Background: an optimization exercise with open tools, aiming at small area. Do not read the settings as production practice. Power and IR drop assume default switching activity.

==> inputs of 04-19 <==
==> flow/design.v (excerpt) <==
module top_module (
    input clk,
    input rst,
    output [15:0] imem_addr,
    input  [15:0] imem_data,
    output dmem_we,
    output dmem_re,
    output [15:0] dmem_addr,
    output [15:0] dmem_wdata,
    input  [15:0] dmem_rdata
);
    wire [15:0] ins = imem_data;
    wire [3:0] op = ins[15:12];
    wire [2:0] rs = ins[11:9];
    wire [2:0] rt = ins[8:6];
    wire [2:0] rd = ins[5:3];
    wire [15:0] sx = {{10{ins[5]}}, ins[5:0]};
    reg [15:1] pc;
    assign imem_addr = {pc, 1'b0};
    wire is_lw  = (op == 4'b0000);
    wire is_sw  = (op == 4'b0001);
    wire is_sub = (op == 4'b0011);
    wire is_not = (op == 4'b0100);
    wire is_shl = (op == 4'b0101);
    wire is_shr = (op == 4'b0110);
    wire is_and = (op == 4'b0111);
    wire is_or  = (op == 4'b1000);
    wire is_gt  = (op == 4'b1001);
    wire is_beq = (op == 4'b1011);
    wire is_bne = (op == 4'b1100);
    wire is_j   = (op == 4'b1101);
    wire is_mem = is_lw | is_sw;
    wire is_add = (op == 4'b0010) | (op == 4'b1010) | (op == 4'b1110) | (op == 4'b1111);
    wire wen = ~(is_sw | is_beq | is_bne | is_j);
    wire [127:0] q;
    wire [15:0] a, b, wd;
    wire [2:0] wa = is_lw ? rt : rd;
    wire [7:0] we, hold, ra1, ra2;
    genvar g;
    generate for (g = 0; g < 8; g = g + 1) begin : dec
        assign we[g]  = rst | (wen & (wa == g));
        assign hold[g] = ~rst & ~(wen & (wa == g));
        assign ra1[g] = (rs == g);
        assign ra2[g] = (rt == g);
    end endgenerate
    REG_FILE_MODULE gpr (.clk(clk), .we(we), .hold(hold), .wd(wd), .q(q));
    RD_PORT rp1 (.q(q), .sel(ra1), .d(a));
    RD_PORT rp2 (.q(q), .sel(ra2), .d(b));
    wire sub = ~(is_add | is_mem);
    wire [15:0] sum;
    wire co, eq;
  ...
==> module REG_FILE_MODULE, before the edit <==
module REG_FILE_MODULE (
    input clk,
    input [7:0] we,           
    input [7:0] hold,         
    input [15:0] wd,
    output [127:0] q          
);
reg [15:0] r0, r1, r2, r3, r4, r5, r6, r7;
always @(posedge clk) begin
    r0 <= ({16{we[0]}} & wd) | ({16{hold[0]}} & r0);
    r1 <= ({16{we[1]}} & wd) | ({16{hold[1]}} & r1);
    r2 <= ({16{we[2]}} & wd) | ({16{hold[2]}} & r2);
    r3 <= ({16{we[3]}} & wd) | ({16{hold[3]}} & r3);
    r4 <= ({16{we[4]}} & wd) | ({16{hold[4]}} & r4);
    r5 <= ({16{we[5]}} & wd) | ({16{hold[5]}} & r5);
    r6 <= ({16{we[6]}} & wd) | ({16{hold[6]}} & r6);
    r7 <= ({16{we[7]}} & wd) | ({16{hold[7]}} & r7);
end
assign q = {r7, r6, r5, r4, r3, r2, r1, r0};
endmodule
==> module RD_PORT, before the edit <==
module RD_PORT (
    input [127:0] q,
    input [7:0] sel,
    output [15:0] d
);
integer i;
reg [15:0] t;
always @(*) begin
    t = 16'd0;
    for (i = 0; i < 8; i = i + 1) t = t | ({16{sel[i]}} & q[i*16 +: 16]);
end
assign d = t;
endmodule
==> module top_module, before the edit <==
module top_module (
    input clk,
    input rst,
    output [15:0] imem_addr,
    input  [15:0] imem_data,
    output dmem_we,
    output dmem_re,
    output [15:0] dmem_addr,
    output [15:0] dmem_wdata,
    input  [15:0] dmem_rdata
);
    wire [15:0] ins = imem_data;
    wire [3:0] op = ins[15:12];
    wire [2:0] rs = ins[11:9];
    wire [2:0] rt = ins[8:6];
    wire [2:0] rd = ins[5:3];
    wire [15:0] sx = {{10{ins[5]}}, ins[5:0]};
    reg [15:1] pc;
    assign imem_addr = {pc, 1'b0};
    wire is_lw  = (op == 4'b0000);
    wire is_sw  = (op == 4'b0001);
    wire is_sub = (op == 4'b0011);
    wire is_not = (op == 4'b0100);
    wire is_shl = (op == 4'b0101);
    wire is_shr = (op == 4'b0110);
    wire is_and = (op == 4'b0111);
    wire is_or  = (op == 4'b1000);
    wire is_gt  = (op == 4'b1001);
    wire is_beq = (op == 4'b1011);
    wire is_bne = (op == 4'b1100);
    wire is_j   = (op == 4'b1101);
    wire is_mem = is_lw | is_sw;
    wire is_add = (op == 4'b0010) | (op == 4'b1010) | (op == 4'b1110) | (op == 4'b1111);
    wire wen = ~(is_sw | is_beq | is_bne | is_j);
    wire [127:0] q;
    wire [15:0] a, b, wd;
    wire [2:0] wa = is_lw ? rt : rd;
    wire [7:0] we, hold, ra1, ra2;
    genvar g;
    generate for (g = 0; g < 8; g = g + 1) begin : dec
        assign we[g]  = rst | (wen & (wa == g));
        assign hold[g] = ~rst & ~(wen & (wa == g));
        assign ra1[g] = (rs == g);
        assign ra2[g] = (rt == g);
    end endgenerate
    REG_FILE_MODULE gpr (.clk(clk), .we(we), .hold(hold), .wd(wd), .q(q));
    RD_PORT rp1 (.q(q), .sel(ra1), .d(a));
    RD_PORT rp2 (.q(q), .sel(ra2), .d(b));
    wire sub = ~(is_add | is_mem);
    wire [15:0] sum;
    wire co, eq;
    ALU_ADD add (.a(a), .b((is_mem ? sx : b) ^ {16{sub}}), .ci(sub), .s(sum), .co(co), .eq(eq));
    wire gt = co & ~eq;            
    wire [15:0] sh;
    ALU_SHIFT shf (.a(a), .n(b[3:0]), .right(is_shr), .y(sh));
    wire big = |b[15:4];
    wire nr = ~rst;
    ALU_RESULT resm (
        .a(a), .b(b), .sum(sum), .sh(sh), .ld(dmem_rdata), .gt(gt),
        .s_sum(nr & (is_add | is_sub)), .s_not(nr & is_not),
        .s_shl(nr & is_shl & ~big), .s_shr(nr & is_shr & ~big),
        .s_and(nr & is_and), .s_or(nr & is_or), .s_gt(nr & is_gt), .s_ld(nr & is_lw),
        .y(wd)
    );
    assign dmem_we = is_sw;
    assign dmem_re = is_lw;
    assign dmem_addr = sum;
    assign dmem_wdata = b;
    wire taken = (is_beq & eq) | (is_bne & ~eq);
    wire [16:0] pct = {1'b0, pc, 1'b1} + {1'b0, taken ? sx[14:0] : 15'd0, 1'b1};
    wire [15:1] pcn = pct[15:1];
    always @(posedge clk) begin
        if (rst) pc <= 15'd0;
        else if (is_j) pc <= {pcn[15:13], ins[11:0]};
        else pc <= pcn;
    end
endmodule
clock: 6.5 ns
lec_check: 0
cap_margin: 20
core_margin: 2
core_utilization: 40
cts_buf_list: sky130_fd_sc_hd__clkbuf_8
gpl_timing_driven: 0
place_density: 0.6
slew_margin: 20
synth_hierarchical: 1
standard.sh (not shown) runs the stock make flow with config.mk's settings and CLKGATE_MAP_FILE= SYNTH_SCRIPT=/design/flow/synth_recipe.tcl, a recipe that flattens the netlist after the stock synthesis.
==> flow/flow/run.sh <==
#!/bin/bash
# The standard layout (standard.sh) with three changes:
#  - synthesis: no full-adder extraction or Kogge-Stone adders, and the final
#    ABC mapping is for area (flow/area.abc) except for the modules in
#    SPEED_MODULES, which keep ORFS's own ABC script. Every step before ABC,
#    and so every register and its cell type, is the standard synthesis's;
#  - every port still gets a buffer, but a sky130_fd_sc_hd__buf_1.
# Output of the make run: flow_make.log (ORFS's own logs under orfs/logs).
set -euo pipefail
HERE=$(pwd)
sed "s#SYNTH_SCRIPT=[^ ]*#SYNTH_SCRIPT=$HERE/flow/synth_area.tcl ADDER_MAP_FILE= SYNTH_OPERATIONS_ARGS=-noshare#" standard.sh > standard_area.sh
export AREA_ABC_SCRIPT=$HERE/flow/area.abc
export SPEED_MODULES=""
export BUFFER_PORTS_ARGS="-buffer_cell sky130_fd_sc_hd__buf_1"
bash standard_area.sh "$@" > flow_make.log 2>&1
==> flow/flow/area.abc <==
strash
dch
amap
topo
upsize -D 4500
dnsize -D 4500
==> flow/flow/synth_area.tcl <==
# synth_recipe.tcl with the final abc call split: ORFS's script for the
# modules in SPEED_MODULES, then the area script for everything left.
proc synth {args} { yosys synth -nofsm -noshare {*}$args }
proc abc {args} {
  foreach m $::env(SPEED_MODULES) {
    yosys abc {*}$args $m
  }
  set i [lsearch -exact $args -script]
  if { $i >= 0 } { lset args [expr { $i + 1 }] $::env(AREA_ABC_SCRIPT) }
  yosys abc {*}$args
}
source $::env(SCRIPTS_DIR)/synth.tcl
# left out here: clear keep_hierarchy, flatten, clean up, hide names made inside functions, write 1_2_yosys.v
==> 10-13 (differences from 04-19) <==
--- a/flow/design.v
+++ b/flow/design.v
@@ -52,6 +52,6 @@
 module REG_FILE_MODULE (
     input clk,
-    input [7:0] we,           
-    input [7:0] hold,         
+    input [7:0] wel,          
+    input [7:0] weh,          
     input [15:0] wd,
     output [127:0] q          
@@ -59,27 +59,58 @@
 reg [15:0] r0, r1, r2, r3, r4, r5, r6, r7;
 always @(posedge clk) begin
-    r0 <= ({16{we[0]}} & wd) | ({16{hold[0]}} & r0);
-    r1 <= ({16{we[1]}} & wd) | ({16{hold[1]}} & r1);
-    r2 <= ({16{we[2]}} & wd) | ({16{hold[2]}} & r2);
-    r3 <= ({16{we[3]}} & wd) | ({16{hold[3]}} & r3);
-    r4 <= ({16{we[4]}} & wd) | ({16{hold[4]}} & r4);
-    r5 <= ({16{we[5]}} & wd) | ({16{hold[5]}} & r5);
-    r6 <= ({16{we[6]}} & wd) | ({16{hold[6]}} & r6);
-    r7 <= ({16{we[7]}} & wd) | ({16{hold[7]}} & r7);
+    if (wel[0]) r0[7:0] <= wd[7:0];
+    if (weh[0]) r0[15:8] <= wd[15:8];
+    if (wel[1]) r1[7:0] <= wd[7:0];
+    if (weh[1]) r1[15:8] <= wd[15:8];
+    if (wel[2]) r2[7:0] <= wd[7:0];
+    if (weh[2]) r2[15:8] <= wd[15:8];
+    if (wel[3]) r3[7:0] <= wd[7:0];
+    if (weh[3]) r3[15:8] <= wd[15:8];
+    if (wel[4]) r4[7:0] <= wd[7:0];
+    if (weh[4]) r4[15:8] <= wd[15:8];
+    if (wel[5]) r5[7:0] <= wd[7:0];
+    if (weh[5]) r5[15:8] <= wd[15:8];
+    if (wel[6]) r6[7:0] <= wd[7:0];
+    if (weh[6]) r6[15:8] <= wd[15:8];
+    if (wel[7]) r7[7:0] <= wd[7:0];
+    if (weh[7]) r7[15:8] <= wd[15:8];
 end
 assign q = {r7, r6, r5, r4, r3, r2, r1, r0};
 endmodule
 module RD_PORT (
-    input [127:0] q,
+    input [63:0] q,           
     input [7:0] sel,
-    output [15:0] d
+    output [7:0] d
 );
-integer i;
-reg [15:0] t;
-always @(*) begin
-    t = 16'd0;
-    for (i = 0; i < 8; i = i + 1) t = t | ({16{sel[i]}} & q[i*16 +: 16]);
-end
-assign d = t;
+genvar g;
+generate for (g = 0; g < 8; g = g + 1) begin : rbit
+    wire n0, n1, n2;
+    AOI222 x0 (.a1(sel[0]), .a2(q[0*8+g]), .b1(sel[1]), .b2(q[1*8+g]), .c1(sel[2]), .c2(q[2*8+g]), .y(n0));
+    AOI222 x1 (.a1(sel[3]), .a2(q[3*8+g]), .b1(sel[4]), .b2(q[4*8+g]), .c1(sel[5]), .c2(q[5*8+g]), .y(n1));
+    AOI22  x2 (.a1(sel[6]), .a2(q[6*8+g]), .b1(sel[7]), .b2(q[7*8+g]), .y(n2));
+    NAND3  x3 (.a(n0), .b(n1), .c(n2), .y(d[g]));
+end endgenerate
+endmodule
+module AOI222 (input a1, a2, b1, b2, c1, c2, output y);
+assign y = ~((a1 & a2) | (b1 & b2) | (c1 & c2));
+endmodule
+module AOI22 (input a1, a2, b1, b2, output y);
+assign y = ~((a1 & a2) | (b1 & b2));
+endmodule
+module NAND3 (input a, b, c, output y);
+assign y = ~(a & b & c);
+endmodule
+module DEC3 (
+    input [2:0] a,
+    output [7:0] y
+);
+assign y = 8'd1 << a;
+endmodule
+module DEC3E (
+    input [2:0] a,
+    input en,
+    output [7:0] y
+);
+assign y = {8{en}} & (8'd1 << a);
 endmodule
 module top_module (
@@ -120,15 +151,22 @@
     wire [15:0] a, b, wd;
     wire [2:0] wa = is_lw ? rt : rd;
-    wire [7:0] we, hold, ra1, ra2;
+    wire [7:0] wsell, wselh, ra1l, ra1h, ra2l, ra2h;
+    DEC3E dwl (.a(wa), .en(wen), .y(wsell));
+    DEC3E dwh (.a(wa), .en(wen), .y(wselh));
+    DEC3 d1l (.a(rs), .y(ra1l));
+    DEC3 d1h (.a(rs), .y(ra1h));
+    DEC3 d2l (.a(rt), .y(ra2l));
+    DEC3 d2h (.a(rt), .y(ra2h));
+    REG_FILE_MODULE gpr (.clk(clk), .wel(wsell | {8{rst}}), .weh(wselh | {8{rst}}), .wd(wd), .q(q));
+    wire [63:0] ql, qh;
     genvar g;
-    generate for (g = 0; g < 8; g = g + 1) begin : dec
-        assign we[g]  = rst | (wen & (wa == g));
-        assign hold[g] = ~rst & ~(wen & (wa == g));
-        assign ra1[g] = (rs == g);
-        assign ra2[g] = (rt == g);
+    generate for (g = 0; g < 8; g = g + 1) begin : split
+        assign ql[g*8 +: 8] = q[g*16 +: 8];
+        assign qh[g*8 +: 8] = q[g*16 + 8 +: 8];
     end endgenerate
-    REG_FILE_MODULE gpr (.clk(clk), .we(we), .hold(hold), .wd(wd), .q(q));
-    RD_PORT rp1 (.q(q), .sel(ra1), .d(a));
-    RD_PORT rp2 (.q(q), .sel(ra2), .d(b));
+    RD_PORT rp1l (.q(ql), .sel(ra1l), .d(a[7:0]));
+    RD_PORT rp1h (.q(qh), .sel(ra1h), .d(a[15:8]));
+    RD_PORT rp2l (.q(ql), .sel(ra2l), .d(b[7:0]));
+    RD_PORT rp2h (.q(qh), .sel(ra2h), .d(b[15:8]));
     wire sub = ~(is_add | is_mem);
     wire [15:0] sum;
==> flow/flow/run.sh (replaced) <==
#!/bin/bash
# The standard layout (standard.sh) with two changes:
#  - synthesis (flow/synth_area.tcl): no full-adder extraction or Kogge-Stone
#    adders, and the final ABC mapping is for area: flow/area.abc, or the
#    script ABC_MODULE_SCRIPTS names for a module. Every step before ABC, and
#    so every register and its cell type, is the standard synthesis's;
#  - every port still gets a buffer, but a sky130_fd_sc_hd__buf_1.
# Output of the make run: flow_make.log (ORFS's own logs under orfs/logs).
set -euo pipefail
HERE=$(pwd)
sed "s#SYNTH_SCRIPT=[^ ]*#SYNTH_SCRIPT=$HERE/flow/synth_area.tcl ADDER_MAP_FILE= SYNTH_OPERATIONS_ARGS=-noshare#" standard.sh > standard_area.sh
export AREA_ABC_SCRIPT=$HERE/flow/area.abc
export ABC_MODULE_SCRIPTS="ALU_RESULT:$HERE/flow/nfa.abc RD_PORT:$HERE/flow/amap2.abc"
export BUFFER_PORTS_ARGS="-buffer_cell sky130_fd_sc_hd__buf_1"
bash standard_area.sh "$@" > flow_make.log 2>&1
==> flow/flow/amap2.abc (new file) <==
strash
ifraig
scorr
dc2
dch -f
amap
==> flow/flow/area.abc (replaced) <==
strash
dch
amap
==> flow/flow/nfa.abc (new file) <==
&get -n
&st
&dch
&nf -a -R 1000
&put
==> flow/flow/synth_area.tcl (replaced) <==
# synth_recipe.tcl with the final abc call replaced: each module listed in
# ABC_MODULE_SCRIPTS (module:script pairs) is mapped with its own script,
# then everything left with AREA_ABC_SCRIPT.
proc synth {args} { yosys synth -nofsm -noshare {*}$args }
proc abc_with_script {script argv sel} {
  set i [lsearch -exact $argv -script]
  if { $i >= 0 } { lset argv [expr { $i + 1 }] $script }
  yosys abc {*}$argv {*}$sel
}
proc abc {args} {
  if { [info exists ::env(ABC_MODULE_SCRIPTS)] } {
    foreach pair $::env(ABC_MODULE_SCRIPTS) {
      lassign [split $pair :] m s
      abc_with_script $s $args [list $m]
    }
  }
  abc_with_script $::env(AREA_ABC_SCRIPT) $args {}
}
source $::env(SCRIPTS_DIR)/synth.tcl
# left out here: clear keep_hierarchy, flatten, clean up, hide names made inside functions, write 1_2_yosys.v
==> run summary <==
10-13 ran to the end with no violations. 04-19 passed the timing, design-rule and antenna checks.
In sequential power, 10-13 and 04-19 hardly differ.
In 10-13 the register-to-register slack is higher than in 04-19, by 0.09 ns.
First-iteration DRC count: 04-19 is lower than 10-13 (about 30%).
In clock power, 04-19 and 10-13 hardly differ.
Hold slack: 04-19 is worse than 10-13 (0.13 ns).
Against 04-19, the area after synthesis of 10-13 is higher by about 1.1%.
Function was not checked in any run of this note: the RTL went through the layout flow alone.

-- what the ideal ports hide --
Ports are ideal in the flow. The routed layouts listed here were re-timed in OpenROAD.
Step 1: set_driving_cell puts a clkbuf_16 on clk and a buf_2 on each other input, an assumption about the parent block.
Step 2, shift: input delay + t, output delay - t, t = (earliest + latest rising clock arrival at the registers) / 2. This alone moves slack from input paths to output paths.
Three values: no drivers, after step 1, after step 2; two values: the first two.
| run | t (ns) | setup WS [ns] | latest minus earliest clock arrival (ns) |
|---|---|---|---|
| 04-19 | 0.497 | 0.116 / 0.093 / -0.168 | 0.023 / 0.022 |
| 10-13 | 0.508 | 0.179 / 0.147 / -0.065 | 0.028 / 0.028 |
With both steps, setup timing fails in 04-19 and 10-13, where it was met with ideal ports. For 04-19, which loses most, drivers alone change the setup slack by -0.023 ns; drivers and shift together by -0.284 ns.
